From an optimization exercise on the open Yosys and OpenROAD flow, aimed at small area; shortcuts taken in it are not production practice. In this exercise RTL edits were held to simulation tests only and were not proved equivalent to the original. Power and IR drop assume default switching activity.

[flow/config.mk]
export PLATFORM = sky130hd
export DESIGN_NAME = risc
export DESIGN_NICKNAME = risc
export VERILOG_FILES = /design/flow/design.v
export SDC_FILE = /design/flow/constraint.sdc
export NUM_CORES = 4
export LEC_CHECK = 0
export CAP_MARGIN = 20
export CORE_MARGIN = 2
export CORE_UTILIZATION = 40
export SLEW_MARGIN = 20
[flow/constraint.sdc]
create_clock -name core_clock -period 10.0 [get_ports {clk}]
set_input_delay 2.0000 -clock core_clock [delete_from_list [all_inputs] [get_ports {clk}]]
set_output_delay 2.0000 -clock core_clock [all_outputs]
set_load 0.01 [all_outputs]
[flow/design.v]
module mux2_to_1(input_a,input_b,sel,result);
input [15:0] input_a;
input [15:0] input_b;
input sel;
output [15:0] result;
reg    [15:0] result;
always@(*)
begin
	case(sel)
	0:begin result <= input_a; end
	1:begin result <= input_b; end
	default: begin result <= 16'b0; end
	endcase
end
endmodule
module mux2_to_1_3bit(input_a,input_b,sel,result);
input [2:0] input_a;
input [2:0] input_b;
input sel;
output [2:0] result;
reg    [2:0] result;
always@(*)
begin
	case(sel)
	0:begin result <= input_a; end
	1:begin result <= input_b; end
	default: begin result <= 3'b0; end
	endcase
end
endmodule
module mux3Bit_4_to_1(input_a,input_b, input_c, input_d, sel,result);
input [2:0] input_a;
input [2:0] input_b;
input [2:0] input_c;
input [2:0] input_d;
input [1:0] sel;
output reg [2:0] result;
always@(*)
begin
	case(sel)
	2'b00:begin result <= input_a; end
	2'b01:begin result <= input_b; end
	2'b10:begin result <= input_c; end
	2'b11:begin result <= input_d; end
	default: begin result <= 3'b0; end
	endcase
end
endmodule
module mux4_to_1(input_a,input_b, input_c, input_d, sel,result);
input [15:0] input_a;
input [15:0] input_b;
input [15:0] input_c;
input [15:0] input_d;
input [1:0]sel;
output [15:0] result;
reg    [15:0] result;
always@(*)
begin
	case(sel)
	2'b00:begin result <= input_a; end
	2'b01:begin result <= input_b; end
	2'b10:begin result <= input_c; end
	2'b11:begin result <= input_d; end
	default: begin result <= 16'b0; end
	endcase
end
endmodule
module register(clk, in, out);
input [15:0] in;
output reg [15:0] out;
input clk;
always @(posedge clk)begin
out <= in;
end
endmodule 
module register2bit(clk, in, out); 
input [1:0] in;
output reg [1:0] out;
input clk;
always @(posedge clk)begin
out <= in;
end
endmodule 
module regsel(clk, regwrite, in, out);
input [15:0] in;
output reg [15:0] out;
input clk, regwrite;
always @(posedge clk)begin
out <= regwrite == 1'b1 ? in : out;
end
endmodule 
module regsel2bit(reset, clk, regwrite, in, out);
input [1:0] in;
output reg [1:0] out;
input reset, clk, regwrite;
always @(posedge clk)begin
out <= reset == 1'b0 ? 2'b00 : regwrite == 1'b1 ? in : out;
end
endmodule 
module regfile(reset, clk, rdAddrA, rdDataA, rdDataB, rdAddrB, wrenbl, wrAddr, wrData, rg0, rg1, rg2, rg3, rg4, rg5, rg6, rg7);
input reset, clk, wrenbl; 
input [2:0] rdAddrA, rdAddrB, wrAddr;
input[15:0] wrData;
output[15:0] rdDataA, rdDataB; 
output reg [15:0] rg0, rg1, rg2, rg3, rg4, rg5, rg6, rg7;
assign rdDataA = rdAddrA == 3'd0 ? rg0 :
		    rdAddrA == 3'd1 ? rg1 :
		    rdAddrA == 3'd2 ? rg2 :
		    rdAddrA == 3'd3 ? rg3 : 
			 rdAddrA == 3'd4 ? rg4 :
		    rdAddrA == 3'd5 ? rg5 :
		    rdAddrA == 3'd6 ? rg6 : 
			 rdAddrA == 3'd7 ? rg7 : 15'd0;
assign rdDataB = rdAddrB == 3'd0 ? rg0 :
		    rdAddrB == 3'd1 ? rg1 :
		    rdAddrB == 3'd2 ? rg2 :
		    rdAddrB == 3'd3 ? rg3 : 
			 rdAddrB == 3'd4 ? rg4 :
		    rdAddrB == 3'd5 ? rg5 :
		    rdAddrB == 3'd6 ? rg6 : 
			 rdAddrB == 3'd7 ? rg7 : 15'd0;
always @ (posedge clk) begin
		if(reset==0) begin
			rg0<=16'h0000; rg1<=16'h0000; rg2<=16'h0000; rg3<=16'h0000;
			rg4<=16'h0000; rg5<=16'h0000; rg6<=16'h0000; rg7<=16'h0000;
		end
		else if(wrenbl)
			case(wrAddr)
				3'd0: rg0<=wrData;
				3'd1: rg1<=wrData;
				3'd2: rg2<=wrData;
				3'd3: rg3<=wrData;
				3'd4: rg4<=wrData;
				3'd5: rg5<=wrData;
				3'd6: rg6<=wrData;
				3'd7: rg7<=wrData;
			endcase
end			
endmodule
module alu(r1, r2, op, carry, zf, out1); 		 
input [15:0] r1, r2;
input[1:0] op;
output carry, zf;
output reg [15:0] out1;
always @(*)
begin
case(op)
2'b00: out1 <= r1+r2;              
2'b01: out1 <= r1-r2;					 
2'b10: out1 <= ~(r1&r2); 			 
2'b11: out1 <= 16'h1111;					 
endcase
end
assign zf = out1 == 16'h0000 ? 1'b1 : 1'b0;
assign carry= ((r1&16'h8000)==(r2&16'h8000)) ? ((r1&16'h8000)==16'h8000 ? 1'b1: 1'b0): ((out1 & 16'h8000)==16'h8000 ? 1'b0: 1'b1);
endmodule
module Encoder (enbl, inst, dout, out_en, clk, reset);
input enbl, clk, reset;
input [7:0] inst;
output reg [2:0] dout; 
reg [7:0] din;
output reg out_en;
always @ (posedge clk) begin
if (reset==1'b0) begin din<=8'b00000000; end
	else if (enbl==1'b1) begin din<=inst; end
	else din[dout]<=1'b0;
end
always @(*) begin
	 if (din[0]==1'b1) begin  dout<=3'b000;  out_en<=1'b1; end
else if (din[1]==1'b1) begin  dout<=3'b001;  out_en<=1'b1; end
else if (din[2]==1'b1) begin  dout<=3'b010;  out_en<=1'b1; end
else if (din[3]==1'b1) begin  dout<=3'b011;  out_en<=1'b1; end
else if (din[4]==1'b1) begin  dout<=3'b100;  out_en<=1'b1; end
else if (din[5]==1'b1) begin  dout<=3'b101;   out_en<=1'b1;end
else if (din[6]==1'b1) begin  dout<=3'b110;  out_en<=1'b1; end
else if (din[7]==1'b1) begin  dout<=3'b111;  out_en<=1'b1; end
else begin dout<=3'b000; out_en<=1'b0; end
end
endmodule 
module Datapath(reset, clk, memAddr, memWrData, R_pc, ccr_update,
 memDataOut, aluSrca, aluScrb, RegDst, RegWrite, B_C,
 MemtoReg, IorD, IrWrite, Aluop, instr, zero, overflow, flagreg,aluout,aluRegOut, irOut,enbl,C_add, out_en,regA_in, rg0, rg1, rg2, rg3, rg4, rg5, rg6, rg7);
input reset, clk,  ccr_update,enbl;
input wire [15:0] memDataOut;
output wire [15:0] memAddr, memWrData;
input aluSrca, RegWrite, regA_in,   IrWrite; 
input [1:0] Aluop,R_pc,  B_C,aluScrb, RegDst, MemtoReg,IorD;
output [15:0] instr,aluRegOut,aluout; output zero, overflow; output [1:0] flagreg; 
output [15:0]irOut;
wire [15:0] aluRegOut, irOut,mux_b_A_out, mux_after_mdr_Out, regFileOutA, regFileOutB, regAout, regBout, small_mux_before_alu_out, big_mux_before_alu_out;
wire [2:0] mux_after_ir_out, Pc_sel, mux4B_C_out;
output [15:0]  rg0, rg1, rg2, rg3, rg4, rg5, rg6, rg7;
wire [2:0]regCkBits= irOut[11:9];
output wire [2:0]C_add;
output wire out_en;
wire [15:0] count_addr;
assign count_addr[15:3]=13'b0000000000000;
assign count_addr[2:0]=C_add;
wire [2:0]regAkBits= irOut[8:6];            
wire [2:0]regBkBits= irOut[5:3];
wire [15:0]ir2signextend_kbaad= (irOut[5]==0)?(irOut & 16'h003F):(irOut | 16'hFFC0);
wire [15:0]jtype_signextend_kbaad= (irOut[8]==0)?(irOut & 16'h01FF):(irOut | 16'hFE00);
wire [15:0] aluout; 
wire [15:0]instr=irOut;
wire [7:0]inst=irOut[7:0];
wire [1:0]flags;
assign flags[0]= zero;
assign flags[1]= overflow;
assign memWrData= regFileOutB;
mux4_to_1 mux_after_pc(regFileOutA,regAout,16'h0000, aluout, IorD, memAddr); 
mux2_to_1 mux_bef_RegA(regFileOutA, aluout, regA_in,mux_b_A_out );
regsel ir( clk, IrWrite, memDataOut, irOut);
mux3Bit_4_to_1 mux4PcSelect(regAkBits,regBkBits,regCkBits, 3'b111, R_pc, Pc_sel);
mux3Bit_4_to_1 mux_after_ir(regBkBits, regCkBits, 3'b111, C_add, RegDst, mux_after_ir_out);
mux3Bit_4_to_1 mux4B_C(regBkBits,regAkBits, C_add, regCkBits, B_C, mux4B_C_out);
mux4_to_1 mux_after_mdr(memDataOut, aluRegOut,aluout, jtype_signextend_kbaad, MemtoReg , mux_after_mdr_Out);  
regfile regFile(reset, clk, Pc_sel, regFileOutA, regFileOutB, mux4B_C_out, RegWrite, mux_after_ir_out, mux_after_mdr_Out, rg0, rg1, rg2, rg3, rg4, rg5, rg6, rg7);
register regA(clk, mux_b_A_out, regAout);
register regB(clk, regFileOutB, regBout);
mux2_to_1 small_mux_before_alu(regAout, regFileOutA, aluSrca, small_mux_before_alu_out);
mux4_to_1 big_mux_before_alu(regFileOutB, ir2signextend_kbaad, count_addr, 16'h0001, aluScrb, big_mux_before_alu_out);      
alu alu1(small_mux_before_alu_out, big_mux_before_alu_out, Aluop, overflow, zero, aluout);
regsel2bit flagregs(reset, clk, ccr_update, flags, flagreg );
register aluOutReg(clk, aluout, aluRegOut);
Encoder encoder(enbl, inst, C_add, out_en, clk, reset);
endmodule
module controller(reset, clk, mem_read, mem_write,  R_pc,
						alusrc_a, alusrc_b, regdst, reg_w,b_c, memtoreg,
						i_d, ir_w, alu_op, inst, car_zer, st,ccr_update,enbl,count, out_en,regA_in);
input clk, reset;
output reg mem_read, mem_write,  alusrc_a, reg_w,  ir_w, ccr_update,enbl,regA_in;
input [15:0] inst;
input [1:0] car_zer;
input [2:0] count;
input out_en;
output [15:0]st;
output reg [1:0] alusrc_b,i_d, alu_op,R_pc,b_c, regdst, memtoreg;
reg [15:0]state;
reg [15:0]next_state;
assign st=state;
parameter state_reset 			= 16'b0000000000000000;
parameter read 					= 16'b0000000000000001;
parameter decode 					= 16'b0000000000000010;
parameter adi_execute 			= 16'b0000000000000100;
parameter regw_frm_aluout 		= 16'b0000000000001000;
parameter i_type_load 			= 16'b0000000000010000;
parameter lhi_execute 			= 16'b0000000000100000;
parameter i_type_store 			= 16'b0000000010000000;
parameter branch_compare 		= 16'b0000000100000000;
parameter br_check 				= 16'b0000001000000000;
parameter br_yes 					= 16'b0000010000000000;
parameter jmp_add 				= 16'b0000100000000000;
parameter jmp_store_pc 			= 16'b0001000000000000;
parameter add 						= 16'b0010000000000000;
parameter nanda 					= 16'b0100000000000000;
parameter jlr 						= 16'b1000000000000000;
parameter lw_execute 			= 16'b1000000000000011;
parameter sw_execute 			= 16'b1000000000000101;
parameter LM1 						= 16'b1000000000111100;
parameter LM2			 			= 16'b1000000001111111;
parameter SM1			 			= 16'b1111000001111111;
parameter SM2			 			= 16'b0000100001111110;
always @(posedge clk) begin 
		if(reset==0) begin 
			state <= state_reset; 
		end
		else begin 
			state <= next_state;  
		end
end 
always @(*) begin
		if(reset==0) next_state=state_reset;
		else
			case(state)
	 state_reset:  begin 
						next_state=read; 
						end
	 read: 			begin 
						next_state=decode; 
						end
	 decode: 
		begin
			if(inst [15:12] == 4'b0000 ) begin
					if ( inst[1:0] ==2'b00 )next_state = add;	
					else if( inst[1:0] ==2'b10 ) begin                      
						 if (car_zer == 2'b10 || car_zer == 2'b11)           
								next_state = add;
						 else  
								next_state = read;
					end
					else if( inst[1:0] ==2'b01 ) begin                     
						 if (car_zer==2'b01 || car_zer==2'b11)              
								next_state = add;
						 else  
								next_state = read;
					end
					else 
						next_state = read;
			end
			else if(inst [15:12] == 4'b0010 ) begin
					if ( inst[1:0] ==2'b00 )	next_state = nanda;	
					else if( inst[1:0] ==2'b10 ) begin                      
						 if (car_zer == 2'b10 || car_zer == 2'b11)           
								next_state = nanda;
						 else  
								next_state = read;
					end
					else if( inst[1:0] ==2'b01 ) begin                     
						 if (car_zer==2'b01 || car_zer==2'b11)              
								next_state = nanda;
						 else  
								next_state = read;
					end				
					else next_state = read;
			end
			else if(inst [15:12] == 4'b0001 ) begin
				    next_state=adi_execute;    
			end      
         else if(inst [15:12] == 4'b0011 ) begin
					   next_state= lhi_execute;   
			end                         
	      else if(inst [15:12] == 4'b0100 ) begin
					next_state=lw_execute;      end 						 
			else if(inst [15:12] == 4'b0101 ) begin											
					next_state=sw_execute;      end                  
			else if(inst [15:12] == 4'b0110 ) begin
						  next_state= LM1; end                  
				else if(inst [15:12] == 4'b0111 ) begin
                    next_state=  SM1;  end                 
			else if(inst [15:12] == 4'b1100 ) begin
               next_state= branch_compare;  end      
			else if(inst [15:12] == 4'b1000 ) begin
               next_state= jmp_add;    end       
			else if(inst [15:12] == 4'b1001 ) begin
               next_state= jmp_add;    end       
			else next_state= read;
		end
	LM1: begin next_state=LM2; end
	LM2: begin if(out_en==1) next_state=LM2; 
					else next_state=read;		end
	SM1: begin next_state=SM2; end
	SM2: begin if(out_en==1) next_state=SM2; 
					else next_state=read;		end		
	add:		begin next_state=regw_frm_aluout; end
	nanda:	begin next_state=read; end
	adi_execute:		begin next_state=read; end  
	lw_execute:      begin next_state=i_type_load; end
	sw_execute:      begin next_state=i_type_store; end
	branch_compare: begin next_state=br_check; end
	br_check:begin 
					if (car_zer == 2'b01 || car_zer == 2'b11 ) next_state=br_yes;
					else next_state=read; 
				end
	jmp_add: begin if (inst[12]== 1'b0)  next_state=jmp_store_pc;
					else next_state=jlr; 
				end					
	jlr: begin next_state=read; end
	regw_frm_aluout: begin next_state=read; end
	lhi_execute: begin next_state=read; end
	i_type_load: begin next_state=read; end
	i_type_store: begin next_state= read; end
	br_yes: begin next_state= read; end
	jmp_store_pc: begin next_state = read; end
	default: next_state = state_reset;
		endcase
end
always @ (state ,out_en) begin
	case(state)
	state_reset:
		  begin
	  mem_read <= 1'b0;
	  mem_write <= 1'b0;
	  R_pc <= 2'b11;         
	  alusrc_a <= 1'b1;
	  alusrc_b <= 2'b11;
	  regdst <= 2'b10;
	  reg_w <= 1'b0;
	  memtoreg <= 2'b10;
	  i_d <= 2'b00;
	  ir_w <= 1'b0;
	  alu_op <= 2'b00;
	  b_c<=2'b00;
	  ccr_update<=1'b0;
	  enbl<=0;
	  regA_in<=0;
	  end
	read:
	  begin
	  mem_read <= 1'b1;
	  mem_write <= 1'b0;
	  R_pc <= 2'b11;         
	  alusrc_a <= 1'b1;
	  alusrc_b <= 2'b11;
	  regdst <= 2'b10;
	  reg_w <= 1'b1;
	  memtoreg <= 2'b10;
	  i_d <= 2'b00;
	  ir_w <= 1'b1;
	  alu_op <= 2'b00;
	  b_c<=2'b00;
	  ccr_update<=1'b0;
	  enbl<=0;
	  regA_in<=0;
	  end
	 	decode:
	  begin
	  mem_read <= 1'b0;     
	  mem_write <= 1'b0;    
	  R_pc <= 2'b00;          
	  alusrc_a <= 1'b1;    
	  alusrc_b <= 2'b11;  
	  regdst <= 2'b10;     
	  reg_w <= 1'b0;      
	  memtoreg <= 2'b10;    
	  i_d <= 2'b00;  			 
	  ir_w <= 1'b0;	
	  alu_op <= 2'b00;       
	  b_c<=2'b00;
	  ccr_update<=1'b0;
	  enbl<=0;
	  regA_in<=0;
	  end	 	
	LM1:
	  begin
	  mem_read <= 1'b1;
	  mem_write <= 1'b0;
	  R_pc <= 2'b10;         
	  alusrc_a <= 1'b1;
	  alusrc_b <= 2'b10;
	  regdst <= 2'b11;		 
	  reg_w <= 1'b0;
	  memtoreg <= 2'b00;		 
	  i_d <= 2'b11;
	  ir_w <= 1'b0;
	  alu_op <= 2'b00;
	  b_c<=2'b10;				 
	  ccr_update<=1'b0;
	  enbl<=1;
	  regA_in<=0;
	  end
LM2:
	  begin
	  mem_read <= 1'b1;
	  mem_write <= 1'b0;
	  R_pc <= 2'b10;         
	  alusrc_a <= 1'b0;
	  alusrc_b <= 2'b11;
	  regdst <= 2'b11;		 
	  reg_w <= out_en;
	  memtoreg <= 2'b00;
	  i_d <= 2'b01;
	  ir_w <= 1'b0;
	  alu_op <= 2'b00;
	  b_c<=2'b00;
	  ccr_update<=1'b0;
	  enbl<=0;
	  regA_in<=1;
	  end
SM1:
	  begin
	  mem_read <= 1'b1;
	  mem_write <= 1'b0;
	  R_pc <= 2'b10;         
	  alusrc_a <= 1'b1;
	  alusrc_b <= 2'b10;
	  regdst <= 2'b11;		 
	  reg_w <= 1'b0;
	  memtoreg <= 2'b00;		 
	  i_d <= 2'b11;
	  ir_w <= 1'b0;
	  alu_op <= 2'b00;
	  b_c<=2'b10;				 
	  ccr_update<=1'b0;
	  enbl<=1;
	  regA_in<=0;
	  end
SM2:
	  begin
	  mem_read <= 1'b0;
	  mem_write <= out_en;
	  R_pc <= 2'b10;         
	  alusrc_a <= 1'b0;
	  alusrc_b <= 2'b11;
	  regdst <= 2'b11;		 
	  reg_w <= 1'b0;
	  memtoreg <= 2'b00;
	  i_d <= 2'b01;
	  ir_w <= 1'b0;
	  alu_op <= 2'b00;
	  b_c<=2'b10;
	  ccr_update<=1'b0;
	  enbl<=0;
	  regA_in<=1;
	  end
	add:
	  begin
	  mem_read <= 1'b0;     
	  mem_write <= 1'b0;    
	  R_pc <= 2'b10;          
	  alusrc_a <= 1'b0;    
	  alusrc_b <= 2'b00;  
	  regdst <= 2'b00;     
	  reg_w <= 1'b0;      
	  memtoreg <= 2'b10;    
	  i_d <= 2'b00;  			 
	  ir_w <= 1'b0;	
	  alu_op <= 2'b00;
	  b_c<=2'b01;
	  ccr_update<=1'b1;
	  enbl<=0;
	  regA_in<=0;
	  end
	regw_frm_aluout:
	  begin
	  mem_read <= 1'b0;     
	  mem_write <= 1'b0;    
	  R_pc <= 2'b10;         
	  alusrc_a <= 1'b0;     
	  alusrc_b <= 2'b00;    
	  regdst <= 2'b00;                   
	  reg_w <= 1'b1;      
	  memtoreg <= 2'b10;   
	  i_d <= 2'b00;  			 
	  ir_w <= 1'b0;	
	  alu_op <= 2'b00;
	  b_c<=2'b01;
	  ccr_update<=1'b0;
		enbl<=0;
	  regA_in<=0;
	  end		  
	nanda:
	  begin
	  mem_read <= 1'b0;     
	  mem_write <= 1'b0;    
	  R_pc <= 2'b10;          
	  alusrc_a <= 1'b1;    
	  alusrc_b <= 2'b00;  
	  regdst <= 2'b00;     
	  reg_w <= 1'b1;      
	  memtoreg <= 2'b10;    
	  i_d <= 2'b00;  			 
	  ir_w <= 1'b0;	
	  alu_op <= 2'b10;
	  b_c<=2'b01;
	  ccr_update<=1'b0;
		enbl<=0;
	  regA_in<=0;
	  end	  
	lhi_execute:
	  begin
	  mem_read <= 1'b1;     
	  mem_write <= 1'b0;    
	  R_pc <= 2'b00;          
	  alusrc_a <= 1'b0;     
	  alusrc_b <= 2'b00;    
	  regdst <= 2'b01;              
	  reg_w <= 1'b1;      
	  memtoreg <= 2'b11;    
	  i_d <= 2'b00;  			 
	  ir_w <= 1'b0;	       
	  alu_op <= 2'b10;       
	  b_c<=2'b00;
	  ccr_update<=1'b0;
	  enbl<=0;
	  regA_in<=0;
	  end	 	  
	adi_execute:
	  begin
	  mem_read <= 1'b0;      
	  mem_write <= 1'b0;     
	  R_pc <= 2'b00;                 
	  alusrc_a <= 1'b0;         
	  alusrc_b <= 2'b01;  
	  regdst <= 2'b01;                   
	  reg_w <= 1'b1;      
	  memtoreg <= 2'b10;    
	  i_d <= 2'b00;       
	  ir_w <= 1'b0;	
	  alu_op <= 2'b00;
	  b_c<=2'b11;        
	  ccr_update<=1'b1;
	  enbl<=0;
	  regA_in<=0;
	  end	  
	lw_execute:
	  begin
	  mem_read <= 1'b1;      
	  mem_write <= 1'b0;     
	  R_pc <= 2'b00;                 
	  alusrc_a <= 1'b0;         
	  alusrc_b <= 2'b01;  
	  regdst <= 2'b01;     
	  reg_w <= 1'b1;      
	  memtoreg <= 2'b00;    
	  i_d <= 2'b11;       
	  ir_w <= 1'b0;	
	  alu_op <= 2'b00;
	  b_c<=2'b11;        
	  ccr_update<=1'b0;
	  enbl<=0;
	  regA_in<=0;
	  end	  
	sw_execute:
	  begin
	  mem_read <= 1'b0;      
	  mem_write <= 1'b0;     
	  R_pc <= 2'b00;                 
	  alusrc_a <= 1'b0;         
	  alusrc_b <= 2'b01;  
	  regdst <= 2'b10;     
	  reg_w <= 1'b0;      
	  memtoreg <= 2'b11;    
	  i_d <= 2'b00;       
	  ir_w <= 1'b0;	
	  alu_op <= 2'b00;
	  b_c<=2'b11;        
	  ccr_update<=1'b0;
	  enbl<=0;
	  regA_in<=0;
	  end	  
	i_type_load:
	  begin
	  mem_read <= 1'b0;     
	  mem_write <= 1'b0;   
	  R_pc <= 2'b10;                 
	  alusrc_a <= 1'b0;   
	  alusrc_b <= 2'b10;   
	  regdst <= 2'b01;                  
	  reg_w <= 1'b0;      
	  memtoreg <= 2'b00;      
	  i_d <= 2'b11;  			
	  ir_w <= 1'b0;	
	  alu_op <= 2'b00;      
	  b_c<=2'b00;	
	  ccr_update<=1'b1;
	  enbl<=0;
	  regA_in<=0;
	  end		
	i_type_store:
	  begin
     mem_read <= 1'b0;     
	  mem_write <= 1'b1;   
	  R_pc <= 2'b00;       
	  alusrc_a <= 1'b0;   
	  alusrc_b <= 2'b01;   
	  regdst <= 2'b01;       
	  reg_w <= 1'b0;          
	  memtoreg <= 2'b00;      
	  i_d <= 2'b11;  			
	  ir_w <= 1'b0;	
	  alu_op <= 2'b00;      
	  b_c<=2'b11;
	  ccr_update<=1'b0;
	  enbl<=0;
	  regA_in<=0;
	  end	
   branch_compare: 
    begin
	  mem_read <= 1'b0;      
	  mem_write <= 1'b0;     
	  R_pc <= 2'b00;                 
	  alusrc_a <= 1'b0;         
	  alusrc_b <= 2'b00;  
	  regdst <= 2'b10;     
	  reg_w <= 1'b0;       
	  memtoreg <= 2'b00;    
	  i_d <= 2'b00;       
	  ir_w <= 1'b0;	
	  alu_op <= 2'b01;
	  b_c<=2'b11;        
	  ccr_update<=1'b1;
	  enbl<=0;
	  regA_in<=0;
	  end	
   br_check: 
    begin
	  mem_read <= 1'b0;      
	  mem_write <= 1'b0;     
	  R_pc <= 2'b00;                 
	  alusrc_a <= 1'b0;         
	  alusrc_b <= 2'b00;  
	  regdst <= 2'b10;     
	  reg_w <= 1'b0;       
	  memtoreg <= 2'b00;    
	  i_d <= 2'b00;       
	  ir_w <= 1'b0;	
	  alu_op <= 2'b01;
	  b_c<=2'b11;        
	  ccr_update<=1'b0;
	  enbl<=0;
	  regA_in<=0;
	  end		  
   br_yes:
	  begin
	  mem_read <= 1'b0;
	  mem_write <= 1'b0;
	  R_pc <= 2'b11;         
	  alusrc_a <= 1'b1;
	  alusrc_b <= 2'b01;
	  regdst <= 2'b10;
	  reg_w <= 1'b1;
	  memtoreg <= 2'b10;
	  i_d <= 2'b00;
	  ir_w <= 1'b0;
	  alu_op <= 2'b00;
	  b_c <=2'b11;    
	  ccr_update<=1'b0;
	  enbl<=0;
	  regA_in<=0;
	  end
   jmp_add:
	  begin
	  mem_read <= 1'b0;
	  mem_write <= 1'b0;
	  R_pc <= 2'b11;         
	  alusrc_a <= 1'b1;
	  alusrc_b <= 2'b10;	 
	  regdst <= 2'b01;
	  reg_w <= 1'b1;
	  memtoreg <= 2'b10;
	  i_d <= 2'b00;
	  ir_w <= 1'b0;
	  alu_op <= 2'b00;
	  b_c <=2'b11;    
	  ccr_update<=1'b0;
	  enbl<=0;
	  regA_in<=0;
	  end
   jmp_store_pc:
	  begin
	  mem_read <= 1'b0;
	  mem_write <= 1'b0;
	  R_pc <= 2'b11;         
	  alusrc_a <= 1'b1;
	  alusrc_b <= 2'b01;
	  regdst <= 2'b10;
	  reg_w <= 1'b1;
	  memtoreg <= 2'b10;
	  i_d <= 2'b00;
	  ir_w <= 1'b0;
	  alu_op <= 2'b00;
	  b_c <=2'b11;    
	  ccr_update<=1'b0;
	  enbl<=0;
	  regA_in<=0;
	  end
   jlr:
	  begin
	  mem_read <= 1'b0;
	  mem_write <= 1'b0;
	  R_pc <= 2'b00;         
	  alusrc_a <= 1'b1;
	  alusrc_b <= 2'b10;
	  regdst <= 2'b10;
	  reg_w <= 1'b1;
	  memtoreg <= 2'b10;
	  i_d <= 2'b00;
	  ir_w <= 1'b0;
	  alu_op <= 2'b00;
	  b_c <=2'b00;    
	  ccr_update<=1'b0;
	  enbl<=0;
	  regA_in<=0;
	  end
	  default:
		begin
	  mem_read <= 1'b1;
	  mem_write <= 1'b0;
	  R_pc <= 2'b11;         
	  alusrc_a <= 1'b1;
	  alusrc_b <= 2'b11;
	  regdst <= 2'b10;
	  reg_w <= 1'b1;
	  memtoreg <= 2'b10;
	  i_d <= 2'b00;
	  ir_w <= 1'b1;
	  alu_op <= 2'b00;
	  b_c<=2'b00;
	  ccr_update<=1'b0;
	  enbl<=0;
	  regA_in<=0;
	  end
endcase
	  end
endmodule	  
module risc(clk, reset, mem_addr, mem_wdata, mem_rdata, mem_read, mem_write,
            rg0, rg1, rg2, rg3, rg4, rg5, rg6, rg7);
input clk, reset;
output [15:0] mem_addr, mem_wdata;
input  [15:0] mem_rdata;
output mem_read, mem_write;
wire ccr_update,aluSrca, regA_in, RegWrite, IrWrite, zero, overflow, enbl;
wire [1:0] aluSrcb,  R_pc, RegDst, Aluop,b_c, MemtoReg, IorD, flagreg;
wire [2:0] count;
wire out_en;
output [15:0] rg0, rg1, rg2, rg3, rg4, rg5, rg6, rg7;
wire [15:0] memAddr, memWrData, memDataOut, instr;
wire [15:0]st1,o2,o4, irOutt;
assign mem_addr = memAddr;
assign mem_wdata = memWrData;
assign memDataOut = mem_rdata;
Datapath dp (reset, clk, memAddr, memWrData, R_pc, ccr_update,
 memDataOut, aluSrca, aluSrcb, RegDst, RegWrite, b_c,
 MemtoReg, IorD, IrWrite, Aluop, instr, zero, overflow, flagreg,o4,o2,irOutt,enbl,count, out_en,regA_in,  rg0, rg1, rg2, rg3, rg4, rg5, rg6, rg7);
controller con(reset, clk, mem_read, mem_write,  R_pc,
				aluSrca, aluSrcb, RegDst, RegWrite, b_c, MemtoReg,
				IorD, IrWrite, Aluop, instr, flagreg,st1, ccr_update,enbl,count, out_en,regA_in);
endmodule
[flow/run.sh]
#!/bin/bash
# synth_recipe.tcl (not shown) runs the flow's synth.tcl, then flattens the netlist and writes it again
# the make line also repeats each setting of config.mk as NAME=value (left out here)
make -C /OpenROAD-flow-scripts/flow DESIGN_CONFIG=/design/flow/config.mk WORK_HOME=/design/flow/orfs CLKGATE_MAP_FILE= SYNTH_SCRIPT=/design/flow/synth_recipe.tcl finish
==> notes.md <==
* CP Data Required Time at 8.00 ns
* First-pass GRT wire length at 94700 microns
* Count of final max-slew check failures at 0
* Leading register cell type out of synthesis: sky130_fd_sc_hd__dfxtp_1
* Sum of negative setup slack at 0 ns
* Skew final at 0.0196 ns
* Sinks on Clock Net at 186
* Count of mapped cells out of synthesis at 1737
* Max-capacitance violation count at 0
* Arrival time at the worst endpoint at 7.52 ns
* Clock buffer count from CTS at 17
* Comb power frac at 0.570
* Routability congestion estimate from global placement at 1.02
* Maximum VDD drop at 0.152 mV
* Per-instance average area after synthesis at 7.61 sq um
* Diode count at 0
* Relative area change from synthesis to final layout at 25.3%
* Floorplan core area at 0.0325 sq mm
* Number of nets with antenna violations after detailed routing at 0
* Maximum number of buffers from clock root to sink at 2
* DIE AREA at 0.0345 sq mm
* Clock network fraction of total power at 0.182
* Tightest slew margin relative to the limit at 0.272
* Detailed router's first-iteration violation count at 2089
* Family with the most delay on the worst path: compound AO/OA/AOI/OAI gates
* Total Routing Usage GR at 0.377
* Starting Density at 0.406
* Synth cell types at 103
* Initial antenna violation count at 0
* Vias in the first global route at 14030
* CP Buf/Inv Count at 3
* Share of total power consumed by net switching at 0.489
* Post-layout nets at 1956
* Fraction of synthesized cell area taken by the top area cell type at 0.258
* Asr flop ratio synth at 0
* CP max-delay cell: sky130_fd_sc_hd__or4_4
* Worst-Skew Late Latency at 0.48 ns
* Hold bufs inserted after CTS at 0
* Count of boundary I/O pins at 180
* CTS tree: done
* Number of cell rows at 66
* P per Cell Area at 238 mW/mm^2
* Fmax at 105 MHz
* Die Span Y at 186 microns
* Cell chosen for the clock root: sky130_fd_sc_hd__clkbuf_16
* Number of enable flip-flop cells after synthesis at 16
* Post-synthesis sequential area ratio at 0.294
* Flop pwr share at 0.248
* Number of warnings issued by yosys at 10
* Worst setup EP type: output port
* Post-DP HPWL at 50400 microns
* Unrepaired setup endpoints after global routing: false
* DRC at 0
* Final critical-path required period at 9.52 ns
* Total iterations of the first detailed-routing run at 6
* Largest incremental delay on the critical path at 0.64 ns
* Slew at the pin closest to its max-slew limit at 1.09 ns
* Classification of the worst setup path: register to output port
* Post-Syn Area at 0.0132 sq mm
* Layout cell share with drive strength beyond 1 at 0.127
* Most area-hungry cell type in the Yosys netlist: sky130_fd_sc_hd__dfxtp_1
* Internal power contribution at 0.00202 W
* Synthesis-stage register bit count at 186
* Worst hold path class: register to register
* Chip width at 186 microns
* Remaining global-route overflow at 0
* Leakage dissipation at 6.27 nW
* Count of input and output buffers at 179
* Final wirelength at 65600 microns
* Pin count of the biggest net entering global routing at 91
* Sw Pwr at 0.00193 W
* Most Frequent Cell on Critical Path: sky130_fd_sc_hd__o21ai_0
* Final number of hold-violating endpoints at 0
* Result of the run: timing/DRC/antenna clean
* Count of vias placed by the detailed router at 15227
* H-tree depth reported by CTS at 4
* Largest cells by area after synthesis: sky130_fd_sc_hd__dfxtp_1 (26%), sky130_fd_sc_hd__nand2_1 (8.2%), sky130_fd_sc_hd__mux2i_1 (6.1%)
* Average routed wire per standard cell at 27.7 microns
* Share of the clock period used by the worst path after layout at 0.952
* Startpoint type of the worst setup path: register
* Finish-stage setup viols at 0
* Number of nets produced by synthesis at 1777
* Vias per inst at 6.42
* Critical Path Fanout Max at 10
* Clock transition at path regs at 0.07 ns
* Tightest hold margin at 0.508 ns
## through the flow
step / total power (W) / utilization / cells / worst slack [ns] / area, sq um
after global placement: 0.00308 / 0.481 / 2322 / 0.481 / 15700
final: 0.00394 / 0.509 / 2371 / 0.479 / 16500
after floorplan: 0.00219 / - / 1737 / 1.41 / 13200
after CTS: 0.00382 / 0.502 / 2360 / 0.0510 / 16300
after detailed placement: 0.00309 / 0.481 / 2322 / 0.390 / 15700
after global routing: 0.00408 / 0.509 / 2371 / 0.0145 / 16500
## synth_stat cells (25+ instances only)
master                     number
sky130_fd_sc_hd__dfxtp_1      170
sky130_fd_sc_hd__a21oi_1      137
sky130_fd_sc_hd__nor2_1       161
sky130_fd_sc_hd__inv_1         28
sky130_fd_sc_hd__a211oi_1      34
sky130_fd_sc_hd__nand3_1       75
sky130_fd_sc_hd__mux2i_1       81
sky130_fd_sc_hd__nand2_1      288
sky130_fd_sc_hd__o21ai_0       75
sky130_fd_sc_hd__a31oi_1       35
sky130_fd_sc_hd__nand4_1       25
sky130_fd_sc_hd__nor3_1        28
sky130_fd_sc_hd__clkbuf_1      72
## timing repair
item | CTS | global route
buffers inserted | 6 | 11
pin swaps | 4 | 10
gates cloned | 0 | 0
gates resized for setup | 1 | 36
endpoints found under the setup margin | 1 | 5
## area by class of cell
| class | count | area [sq um] |
|---|---|---|
| multi-input cells | 1404 | 8820 |
| well taps | 442 | 553 |
| fillers | 3206 | 16000 |
| clock inverters | 13 | 154 |
| inverters | 30 | 114 |
| repair buffers | 277 | 2550 |
| flip-flops and latches | 186 | 3890 |
| clock buffers | 19 | 464 |
## final timing paths
kind,startpoint,to,slack [ns],cells after the start
worst max-delay path,con.state[8],mem_addr[14],0.48,28
worst min-delay path,dp.regFile.rg0[12],dp.regFile.rg0[12],0.51,2
worst max register to register,con.state[8],dp.regFile.rg7[14],2.55,30
worst min register to register,dp.regFile.rg0[12],dp.regFile.rg0[12],0.51,2
## metal layers
layer  global-route usage  vias up  routed length (microns)
li1                     -     6770                        -
met1                0.516     7286                    27500
met2                0.569      986                    28000
met3               0.0749      185                     6590
met4                0.178        0                     3510
met5                    0        -                        0
## worst reg2reg max path, delay by kind of cell, from the launching register on
kind,cells,cell delay [ns]
AO/OA/AOI/OAI,16,3.43
AND/OR/NAND/NOR,7,1.90
adder cells (fa/ha/maj),2,0.73
buffers and inverters,3,0.51
flip-flops,1,0.44
multiplexers,1,0.20
XOR/XNOR,1,0.14
## placed cells by master, fill, tap and decap left out, types with 12 or more instances in the layout
cell type / count
sky130_fd_sc_hd__mux2i_1: 81
sky130_fd_sc_hd__a21oi_1: 135
sky130_fd_sc_hd__nand3_1: 75
sky130_fd_sc_hd__buf_4: 96
sky130_fd_sc_hd__a21o_1: 13
sky130_fd_sc_hd__ha_1: 21
sky130_fd_sc_hd__nor3_1: 27
sky130_fd_sc_hd__and3_1: 17
sky130_fd_sc_hd__o211ai_1: 14
sky130_fd_sc_hd__inv_1: 28
sky130_fd_sc_hd__o31ai_1: 12
sky130_fd_sc_hd__o21ai_0: 71
sky130_fd_sc_hd__nand4_1: 25
sky130_fd_sc_hd__nor2_1: 157
sky130_fd_sc_hd__clkdlybuf4s50_1: 178
sky130_fd_sc_hd__a31oi_1: 34
sky130_fd_sc_hd__a22oi_1: 15
sky130_fd_sc_hd__clkbuf_16: 18
sky130_fd_sc_hd__nand2_1: 287
sky130_fd_sc_hd__nand2b_1: 22
sky130_fd_sc_hd__xnor2_1: 21
sky130_fd_sc_hd__mux2_2: 14
sky130_fd_sc_hd__o21ai_1: 19
sky130_fd_sc_hd__o22ai_1: 14
sky130_fd_sc_hd__edfxtp_1: 16
sky130_fd_sc_hd__o21a_1: 13
sky130_fd_sc_hd__or3_1: 17
sky130_fd_sc_hd__a211oi_1: 34
sky130_fd_sc_hd__or2_2: 22
sky130_fd_sc_hd__dfxtp_1: 164
## flip-flops by register name (all words and copies together) (netlist names)
signal	cells
dp.regFile.rg5	16
dp.regFile.rg7	16
dp.regFile.rg2	16
dp.flagregs.out	2
dp.regA.out	16
con.state	16
dp.regFile.rg3	16
dp.regFile.rg0	16
dp.ir.out	16
dp.encoder.din	8
dp.regFile.rg1	16
dp.regFile.rg4	16
dp.regFile.rg6	16
## cell families (layout without fill, tap and decap cells)
group	Yosys count	after routing	share of synthesized area
DFF	186	186	0.294
AOI/OAI and AO/OA	511	511	0.267
xor gates and xnor gates	27	27	0.0179
adders and majority gates	22	22	0.0214
buffers and inverters	147	339	0.0511
and+or+nand+nor	745	745	0.272
muxes	99	99	0.0771
## power by group through the flow
stage	logic, W	clock network [W]	registers [W]
2_1_floorplan	0.00128	0	0.000913
3_3_place_gp	0.00210	0	0.000987
3_5_place_dp	0.00210	0	0.000987
4_1_cts	0.00213	0.000720	0.000971
5_1_grt	0.00235	0.000749	0.000983
6_report	0.00225	0.000717	0.000978

what the ideal ports hide:
No port has a modelled driver above. Below, the same layout with a new extraction and two added sets of constraints. Step 1 assumes that a clkbuf_16 drives the clock port and a buf_2 every other input. Step 2 also shifts input and output timing later by t, the mid clock arrival at the registers, as if the neighbouring blocks saw the same clock. Three values: ideal, step 1, step 2; two values: the first two.
t, ns: 0.522
setup slack, ns: 0.479 / 0.423 / 0.945
worst setup path after step 2: register to output
slew at the worst register clock pin (ns): 0.08 / 0.08
pins driven straight from the clock port: 1
After both steps setup and hold are still met in this run. The setup slack of this run moves by -0.056 ns with the drivers and by +0.466 ns with both steps.
